Background: an optimization exercise with open tools, aiming at small area, a short achievable clock period and few clock cycles. Do not read the settings as production practice.
Where RTL was checked, it was by simulation tests only, not by an equivalence proof against the original.
Power and IR drop assume default switching activity.

== v6 ==
## riscv_cpu
module riscv_cpu (
    input         clk, reset,
    output [31:0] PC,
    input  [31:0] Instr,
    output        MemWrite,
    output [31:0] Mem_WrAddr, Mem_WrData,
    input  [31:0] ReadData
);
export LEC_CHECK = 0
export CAP_MARGIN = 20
export CORE_MARGIN = 2
export CORE_UTILIZATION = 35
export SETUP_SLACK_MARGIN = 5
export SLEW_MARGIN = 20
export SYNTH_HIERARCHICAL = 1
export SYNTH_MINIMUM_KEEP_SIZE = 20
create_clock -name core_clock -period 12.0 [get_ports {clk}]
standard.sh (not shown) runs the stock make flow with config.mk's settings and CLKGATE_MAP_FILE= SYNTH_SCRIPT=/design/flow/synth_recipe.tcl, a recipe that flattens the netlist after the stock synthesis.
==> flow/flow/run.sh <==
#!/bin/bash
# The standard layout (standard.sh), run in two parts, with these changes
# to how it is made (the SDC, with its clock period, is unchanged):
#  - timing repair aims at a setup margin of 7.9 ns up to CTS, and of 8.3 ns
#    at global routing (to leave room for what detailed routing adds)
#  - port buffers start as buf_4 instead of the delay buffer ORFS picks
#  - CTS: clkbuf_16 sink buffers on clusters of up to 16 flip-flops, no dummy loads
#  - one more round of timing repair after global routing (flow/grt_extra.tcl)
# make's full output goes to flow_cts.log and flow_finish.log in this folder.
set -euo pipefail
COMMON=(
  "BUFFER_PORTS_ARGS=-buffer_cell sky130_fd_sc_hd__buf_4"
  "CTS_ARGS=-sink_clustering_enable -repair_clock_nets -dont_use_dummy_load -sink_clustering_buffer sky130_fd_sc_hd__clkbuf_16 -sink_clustering_size 16 -sink_clustering_max_diameter 100"
)
bash standard.sh "${COMMON[@]}" SETUP_SLACK_MARGIN=7.9 cts > flow_cts.log 2>&1
bash standard.sh "${COMMON[@]}" SETUP_SLACK_MARGIN=8.3 "POST_GLOBAL_ROUTE_TCL=$PWD/flow/grt_extra.tcl" finish > flow_finish.log 2>&1
==> flow/flow/grt_extra.tcl <==
# one more round of timing repair on the global-routing parasitics
puts "extra timing repair after global routing"
log_cmd global_route -start_incremental
log_cmd estimate_parasitics -global_routing
repair_timing -setup_margin $::env(SETUP_SLACK_MARGIN) -hold_margin 0 -repair_tns 100 -verbose
log_cmd detailed_placement
log_cmd global_route -end_incremental
log_cmd estimate_parasitics -global_routing
report_worst_slack -max
Testbench counts of v6, summed over its fixed seeds: cycles 781,420.
[inputs] v7 vs v6
--- a/flow/design.v
+++ b/flow/design.v
@@ -103,42 +103,45 @@
 wire [31:0] immU = {ir[31:12], 12'b0};
 wire [31:0] imm  = d_u ? immU : d_st ? immS : immI;
 wire [31:0] immB = {{20{ir[31]}}, ir[7], ir[30:25], ir[11:8], 1'b0};
 wire [31:0] immJ = {{12{ir[31]}}, ir[19:12], ir[20], ir[30:21], 1'b0};
 wire [31:0] d_tgt  = d_pc + (op[1] ? immJ : immB);
 wire [12:0] d_lo   = {1'b0, d_pc[11:0]} + {1'b0, immJ[11:0] & {12{op[1]}} | immB[11:0] & {12{~op[1]}}};
 wire        d_hi0  = op[1] ? (ir[19:12] == {8{ir[31]}}) : 1'b1;
 wire        d_fx   = d_hi0 & (d_lo[12] == ir[31]);
 wire [31:0] d_pcp4 = d_pc + 32'd4;
-wire [31:0] ex_res;
+wire [31:0] ex_res, sum;
 wire e_hit1 = e_wr & (e_rd == rs1);
 wire e_hit2 = e_wr & (e_rd == rs2);
 wire m_hit1 = m_wr & (m_rd == rs1);
 wire m_hit2 = m_wr & (m_rd == rs2);
 wire [31:0] dec1 = 32'b1 << rs1;
 wire [31:0] dec2 = 32'b1 << rs2;
 wire rf_a = ~d_u & ~e_hit1 & ~m_hit1;            
 wire rf_b = ~e_hit2 & ~m_hit2;
 wire [31:0] rf1, rf2, ra;
 reg_file rf (
     .clk(clk), .we(m_wr), .wa(m_rd), .wd(wb),
     .s1(dec1[31:1]), .s2(dec2[31:1]),
     .rd1(rf1), .rd2(rf2), .x1(ra)
 );
 wire ex_a = ~d_u & e_hit1;
 wire wb_a = ~d_u & ~e_hit1 & m_hit1;
 wire pc_a = d_u & ~d_lui;
-wire [31:0] a_in = (rf1 & {32{rf_a}}) | (ex_res & {32{ex_a}}) | (wb & {32{wb_a}}) | (d_pc & {32{pc_a}});
-wire [31:0] v2   = (rf2 & {32{rf_b}}) | (ex_res & {32{e_hit2}}) | (wb & {32{~e_hit2 & m_hit2}});
+wire [31:0] ex_oth;
+wire [31:0] a_in = (rf1 & {32{rf_a}}) | (sum & {32{ex_a & r_sum}}) | (ex_oth & {32{ex_a}}) |
+                   (wb & {32{wb_a}}) | (d_pc & {32{pc_a}});
+wire [31:0] v2   = (rf2 & {32{rf_b}}) | (sum & {32{e_hit2 & r_sum}}) | (ex_oth & {32{e_hit2}}) |
+                   (wb & {32{~e_hit2 & m_hit2}});
 wire stall = ir_v & e_ld & ((e_hit1 & use1) | (e_hit2 & use2));
 wire p       = d_fp;                              
 wire d_redir = ir_v & d_fp & ~d_fx;
-wire [31:0] sum = e_a + (e_b ^ {32{e_sub}}) + {31'b0, e_sub};
+assign sum = e_a + (e_b ^ {32{e_sub}}) + {31'b0, e_sub};
 reg [31:0] cl, ce;
 integer cs, ci;
 always @(*) begin
     cl = ~e_a & e_b;
     ce = ~(e_a ^ e_b);
     cl[31] = 1'b0;             
     ce[31] = 1'b1;
     for (cs = 1; cs < 32; cs = cs * 2)
         for (ci = 0; ci + cs < 32; ci = ci + 2 * cs) begin
@@ -171,18 +174,22 @@
         s_rev[k] = s5[31-k];
     end
 end
 wire [31:0] shres = e_shl ? s_rev : s5;
 reg [31:0] lres;
 integer q;
 always @(*)
     for (q = 0; q < 32; q = q + 1)
         lres[q] = r_lt[{e_a[q], e_b[q]}];
+assign ex_oth = (shres & {32{r_sh}})  |
+                {31'b0, (lt_s & r_slt) | (lt_u & r_sltu)} |
+                lres |
+                (e_x   & {32{r_link}});
 assign ex_res = (sum   & {32{r_sum}}) |
                 (shres & {32{r_sh}})  |
                 {31'b0, (lt_s & r_slt) | (lt_u & r_sltu)} |
                 lres |
                 (e_x   & {32{r_link}});
 wire [31:0] pc_early = redirect ? redirect_pc :
                        stall    ? pc_q :
                        d_redir  ? d_tgt :
                        f_jalr   ? ra : pcp4;
### Flow results
- Although it ran to completion, v7 produced a layout that fails the final checks because of max-capacitance violations, max-slew violations.
- Summary of v7 over v6: die area increased about 1.4%, met1 layer wirelength in the final routing decreased 1300 microns, count of placed standard cells in the final layout, fillers left out increased by 170 relative to the old numbers, design internal power saw an increase, utilization neither gained nor lost much.
- Sort v6 and v7 by highest attainable clock frequency, descending, and v6 comes first.
- The final clock period utilization by the worst path in v7 sits 1.4 points above the value recorded for v6.
For v7, only the layout was checked, not whether the RTL still works.

## re-timing with driven ports
The flow's constraints put no driver on any port. The routed layouts listed below were extracted and timed again, unchanged, in two steps. Step 1 sets driving cells, clkbuf_16 on the clock port and buf_2 on the other inputs (assumed; they add their load-dependent delay and slew). Step 2 moves the port delays by t, midway between the first and last clock arrival at a register: inputs arrive t later, outputs are due t later. That takes back most of the time a late clock gives input paths. Three values: ideal, step 1, step 2; two values: the first two.
run	shift t [ns]	setup slack, ns	hold slack, ns	worst setup path after step 2	clock arrival spread, ns
v6	0.820	8.206 / 8.154 / 7.409	0.359 / 0.359 / 0.359	input to register	0.116 / 0.116
v7	0.798	8.038 / 8.038 / 7.412	0.352 / 0.352 / 0.352	input to register	0.173 / 0.174
The setup slack of v6, which loses most, moves by -0.052 ns with the drivers and by -0.797 ns with both steps.
